What follows belongs to an exercise in optimizing a design on an open flow for small area; a production flow would make more cautious choices. The RTL was checked by simulation tests, not by an equivalence proof against the original design. The clock input has no modelled driver; a real chip could not lean on it and would need a root buffer or a full tree. Power is estimated from default activity; no workload was simulated.

rev 12:
==> flow/design.v (excerpt) <==
module top(
    input clk,
    input btnC,
    input [0:2] sw,
    input btnU,
    output [6:0] seg,
    output [3:0] an,
    output [0:2] led
    );
    reg [6:0] u;
    reg [5:0] c;
    reg q0, q1, q1d, b;
    reg [2:0] p;
    reg [3:0] O, T, H;
    wire scantick = &u[4:0];
    wire pre = ~u[2] & u[1] & u[0];
    wire slowtick = pre & c[0] & c[2] & ~c[3] & ~c[5];
    wire cfb = c[5] ^ ~(c[4] | (c[3] & c[1]));
    wire bn = q0 & ~q1d;
    wire press = slowtick & bn & ~b;
    wire w2 = sw[0], w1 = sw[1], w0 = sw[2];
    wire [2:0] op;
    assign op[2] = w2 & w1 & w0;
    assign op[1] = ~w0 & (w2 ^ w1);
    assign op[0] = ~w1 & (w2 ^ w0);
    wire [2:0] e = p & {3{scantick}};
    wire dec = e[2];
    wire [4:0] s = {1'b0, O} + {1'b0, dec, dec, dec | e[1], dec | e[0]};
    wire carryO = ~dec & s[3] & (s[2] | s[1]);     
    wire zeroDec = dec & ~s[4];                     
    wire ne = |(T ^ H);
    wire borrowO = zeroDec & ne;
    wire [3:0] On;
    assign On[3] = ~carryO & (zeroDec ? ne : s[3]);
    assign On[2] = ~carryO & ~zeroDec & s[2];
    assign On[1] = carryO ? s[2] : (~zeroDec & s[1]);
    assign On[0] = zeroDec ? ne : s[0];
    wire T9 = T[3] & T[0];
    wire T0 = ~(T[3] | T[2] | T[1] | T[0]);
    wire ci = carryO & T9;                           
    wire bi = borrowO & T0;                          
    wire [3:0] st = T + {borrowO, borrowO, borrowO, carryO | borrowO};
    wire [3:0] Tn = {st[3] & ~ci, st[2] & ~bi, st[1] & ~ci & ~bi, st[0]};
    wire [3:0] Hn = H + {bi, bi, bi, ci | bi};
    always @(posedge clk or posedge btnU) begin
        if (btnU) begin
            u <= 7'd16;
            c <= 6'b001111;
            q0 <= 1'b0;
            q1 <= 1'b0;
            q1d <= 1'b0;
            b <= 1'b0;
            p <= 3'b110;
            O <= 4'd0;
            T <= 4'd0;
            H <= 4'd0;
        end
        else begin
            u <= u + 7'd1;
            c <= {c[4:0], cfb};
            if (slowtick) begin
                q0 <= btnC;
                q1 <= q0;
                q1d <= q1;
                b <= bn;
            end
            if (press)
                p <= op;
  ...
Settings: LEC_CHECK=0, CAP_MARGIN=20, CORE_MARGIN=2, CORE_UTILIZATION=40, SLEW_MARGIN=20; clock period 10.0 ns.
standard.sh (not shown) runs the stock make flow with config.mk's settings and CLKGATE_MAP_FILE= SYNTH_SCRIPT=/design/flow/synth_recipe.tcl, a recipe that flattens the netlist after the stock synthesis.
==> flow/flow/run.sh <==
#!/bin/bash
# Own layout flow: the standard flow, with
#  - synthesis mapped for area: the best of the flow/abc_*.script mappings,
#    with ripple-carry adders and no half/full-adder cells,
#  - the reset inverter as an inv_2 (flow/post_synth.tcl),
#  - port buffers of the smallest buffer cell,
#  - a smaller clock tree: four clkbuf_4 cells driven by the clock port
#    (CTS without dummy loads, then flow/post_cts.tcl drops its root buffer),
#  - placement that is not timing driven (the design has slack to spare).
# Each tool's output goes to a log file in the work folder.
set -euo pipefail
W=$PWD
R=$W/orfs/results/$FLOW_PLATFORM/top/base

bash standard.sh synth > std_synth.log 2>&1
cp $R/1_2_yosys.v std_1_2_yosys.v
grep -oE "sky130_fd_sc_hd__(df|sdf|edf)[a-z]+_[0-9]+ +[^ ]+" std_1_2_yosys.v \
  | sed -E 's/_[0-9]+ / /' | sort > std_regs.txt

# 2. the same flow with the area synthesis
sed -e "s#SYNTH_SCRIPT=[^ ]*#SYNTH_SCRIPT=$W/flow/my_synth.tcl ADDER_MAP_FILE=#" standard.sh > own.sh
rm -f $R/1_2_yosys.v $R/1_2_yosys.sdc $R/1_synth.odb $R/1_synth.sdc
export OWN_FLOW_DIR=$W/flow
export POST_SYNTH_TCL=$W/flow/post_synth.tcl
bash own.sh synth > own_synth.log 2>&1
grep -oE "sky130_fd_sc_hd__(df|sdf|edf)[a-z]+_[0-9]+ +[^ ]+" $R/1_2_yosys.v \
  | sed -E 's/_[0-9]+ / /' | sort > own_regs.txt
if ! cmp -s std_regs.txt own_regs.txt; then
  echo "registers differ from the standard synthesis" >&2
  exit 1
fi

# 3. the rest of the standard flow
export GPL_TIMING_DRIVEN=0
export PRE_GLOBAL_PLACE_TCL=$W/flow/pre_place.tcl
export BUFFER_PORTS_ARGS="-buffer_cell sky130_fd_sc_hd__buf_1"
export CTS_ARGS="-sink_clustering_enable -repair_clock_nets -dont_use_dummy_load -buf_list sky130_fd_sc_hd__clkbuf_4 -root_buf sky130_fd_sc_hd__clkbuf_4"
export POST_CTS_TCL=$W/flow/post_cts.tcl
bash own.sh finish > own_finish.log 2>&1
test -s out/final.def
==> flow/flow/abc_n7.script <==
strash
dch
amap
mfs2
strash
dch
amap
mfs2
strash
dch
amap
mfs2
strash
dch
amap
mfs2
strash
dch
amap
==> flow/flow/abc_s1.script <==
strash
&get -n
&deepsyn -T 5 -S 1
&put
dch
amap
mfs2
strash
dch
amap
mfs2
strash
dch
amap
==> flow/flow/abc_s2.script <==
strash
&get -n
&deepsyn -T 5 -S 2
&put
dch
amap
mfs2
strash
dch
amap
mfs2
strash
dch
amap
==> flow/flow/abc_s3.script <==
strash
&get -n
&deepsyn -T 5 -S 3
&put
dch
amap
mfs2
strash
dch
amap
mfs2
strash
dch
amap
==> flow/flow/abc_s4.script <==
strash
&get -n
&deepsyn -T 5 -S 4
&put
dch
amap
mfs2
strash
dch
amap
mfs2
strash
dch
amap
==> flow/flow/abc_s5.script <==
strash
&get -n
&deepsyn -T 5 -S 5
&put
dch
amap
mfs2
strash
dch
amap
mfs2
strash
dch
amap
==> flow/flow/abc_s6.script <==
strash
&get -n
&deepsyn -T 5 -S 6
&put
dch
amap
mfs2
strash
dch
amap
mfs2
strash
dch
amap
==> flow/flow/abc_s7.script <==
strash
&get -n
&deepsyn -T 5 -S 7
&put
dch
amap
mfs2
strash
dch
amap
mfs2
strash
dch
amap
==> flow/flow/abc_s8.script <==
strash
&get -n
&deepsyn -T 5 -S 8
&put
dch
amap
mfs2
strash
dch
amap
mfs2
strash
dch
amap
==> flow/flow/my_synth.tcl <==
# The standard synthesis (synth_recipe.tcl), except for how abc maps the
# logic: it is mapped once with each script flow/abc_*.script (ripple-carry
# adders, no Kogge-Stone) and the mapping with the least cell area is kept.
# Registers are untouched: abc only sees the logic between them.
proc synth {args} { yosys synth -nofsm -noshare {*}$args }
proc abc {args} {
  set scripts [lsort [glob $::env(OWN_FLOW_DIR)/abc_*.script]]
  set i [lsearch -exact $args -script]
  yosys design -save own_pre_abc
  set best_area ""
  set best_script ""
  foreach script $scripts {
    yosys design -load own_pre_abc
    set a [lreplace $args $i [expr {$i + 1}] -script $script]
    yosys abc {*}$a
    set f $::env(OBJECTS_DIR)/own_abc_stat.txt
    yosys tee -q -o $f stat {*}$::own_lib_args
    set fh [open $f r]
    set txt [read $fh]
    close $fh
    if {![regexp {Chip area for module[^:]*:\s*([0-9.]+)} $txt -> area]} { continue }
    if {[regexp {\$lut|\$_} $txt]} { puts "own abc: $script left unmapped cells"; continue }
    puts "own abc: [file tail $script] area $area"
    if {$best_area eq "" || $area < $best_area} {
      set best_area $area
      set best_script $script
      yosys design -save own_best_abc
    }
  }
  if {$best_area eq ""} { error "no abc script mapped the design" }
  puts "own abc: kept [file tail $best_script] with area $best_area"
  yosys design -load own_best_abc
}
set ::own_lib_args {}
foreach lib $::env(LIB_FILES) { lappend ::own_lib_args -liberty $lib }
# Without this, ORFS maps carry chains with a Kogge-Stone adder (extra-map
# lcu_kogge_stone.v), which is larger than a ripple carry.
set ::env(SYNTH_OPERATIONS_ARGS) "-noshare"
source $::env(SCRIPTS_DIR)/synth.tcl
# left out here: clear keep_hierarchy, flatten, clean up, hide names made inside functions, write 1_2_yosys.v
Other scripts of this flow, unchanged in this note and not shown: flow/flow/abc_n1.script, flow/flow/post_cts.tcl, flow/flow/post_synth.tcl, flow/flow/pre_place.tcl
Rev 12 finished all stages; the layout is clean.
The following lists how rev 13 was set up differently from rev 12:
--- a/flow/flow/run.sh
+++ b/flow/flow/run.sh
@@ -3 +3,2 @@
-#  - synthesis mapped for area: the best of the flow/abc_*.script mappings,
+#  - synthesis mapped for area: the best of 31 abc mappings (flow/abc_n1.script,
+#    and deepsyn with 30 seeds before it),
@@ -23 +24,8 @@
-export OWN_FLOW_DIR=$W/flow
+# abc scripts: the plain area script, and deepsyn with 30 random seeds
+mkdir -p $W/abc
+cp $W/flow/abc_n1.script $W/abc/
+for S in $(seq 1 30); do
+  { echo strash; echo "&get -n"; echo "&deepsyn -J 20 -S $S"; echo "&put"
+    tail -n +2 $W/flow/abc_n1.script; } > $W/abc/abc_j$S.script
+done
+export OWN_FLOW_DIR=$W/abc
@@ -25 +33,5 @@
-bash own.sh synth > own_synth.log 2>&1
+if ! bash own.sh synth > own_synth.log 2>&1; then
+  # an abc script failed: map with the plain area script alone
+  rm -f $R/1_2_yosys.v $R/1_2_yosys.sdc $R/1_synth.odb $R/1_synth.sdc
+  OWN_ABC_GLOB=abc_n1.script bash own.sh synth > own_synth_fallback.log 2>&1
+fi
--- a/flow/flow/my_synth.tcl
+++ b/flow/flow/my_synth.tcl
@@ -2 +2 @@
-# logic: it is mapped once with each script flow/abc_*.script (ripple-carry
+# logic: it is mapped once with each script $OWN_FLOW_DIR/abc_*.script (ripple-carry
@@ -7 +7,3 @@
-  set scripts [lsort [glob $::env(OWN_FLOW_DIR)/abc_*.script]]
+  set pattern abc_*.script
+  if {[info exists ::env(OWN_ABC_GLOB)]} { set pattern $::env(OWN_ABC_GLOB) }
+  set scripts [lsort [glob $::env(OWN_FLOW_DIR)/$pattern]]
@@ -15 +17,4 @@
-    yosys abc {*}$a
+    if {[catch {yosys abc {*}$a} err]} {
+      puts "own abc: [file tail $script] failed: $err"
+      continue
+    }
removed: flow/flow/abc_n7.script
removed: flow/flow/abc_s1.script
removed: flow/flow/abc_s2.script
removed: flow/flow/abc_s3.script
removed: flow/flow/abc_s4.script
removed: flow/flow/abc_s5.script
removed: flow/flow/abc_s6.script
removed: flow/flow/abc_s7.script
removed: flow/flow/abc_s8.script
--- outcome ---
Changes observed in rev 13 relative to rev 12: net switching power went up 4.9%, fraction of the mapped netlist area in simple logic gates stayed essentially flat, total routing usage reported by global routing moved up.

-- what the ideal ports hide --
In the flow no input, the clock included, has a driving cell. The finished layouts below were timed again as built, in two steps.
Step 1, drivers: a clkbuf_16 drives clk and a buf_2 each remaining input, both assumed.
Step 2 moves the port delays by t, midway between the first and last clock arrival at a register: inputs arrive t later, outputs are due t later. That takes back most of the time a late clock gives input paths.
Three values: no drivers, after step 1, after step 2; two values: the first two.
run	t, ns	slack for setup (ns)	worst setup path at the end	worst register clock-pin slew, ns	pins driven straight from the clock port
rev 12	0.186	5.585 / 5.547 / 5.653	input to output	0.10 / 0.10	4
rev 13	0.192	5.611 / 5.571 / 5.630	input to output	0.11 / 0.11	4
After both steps every run listed still meets setup and hold.
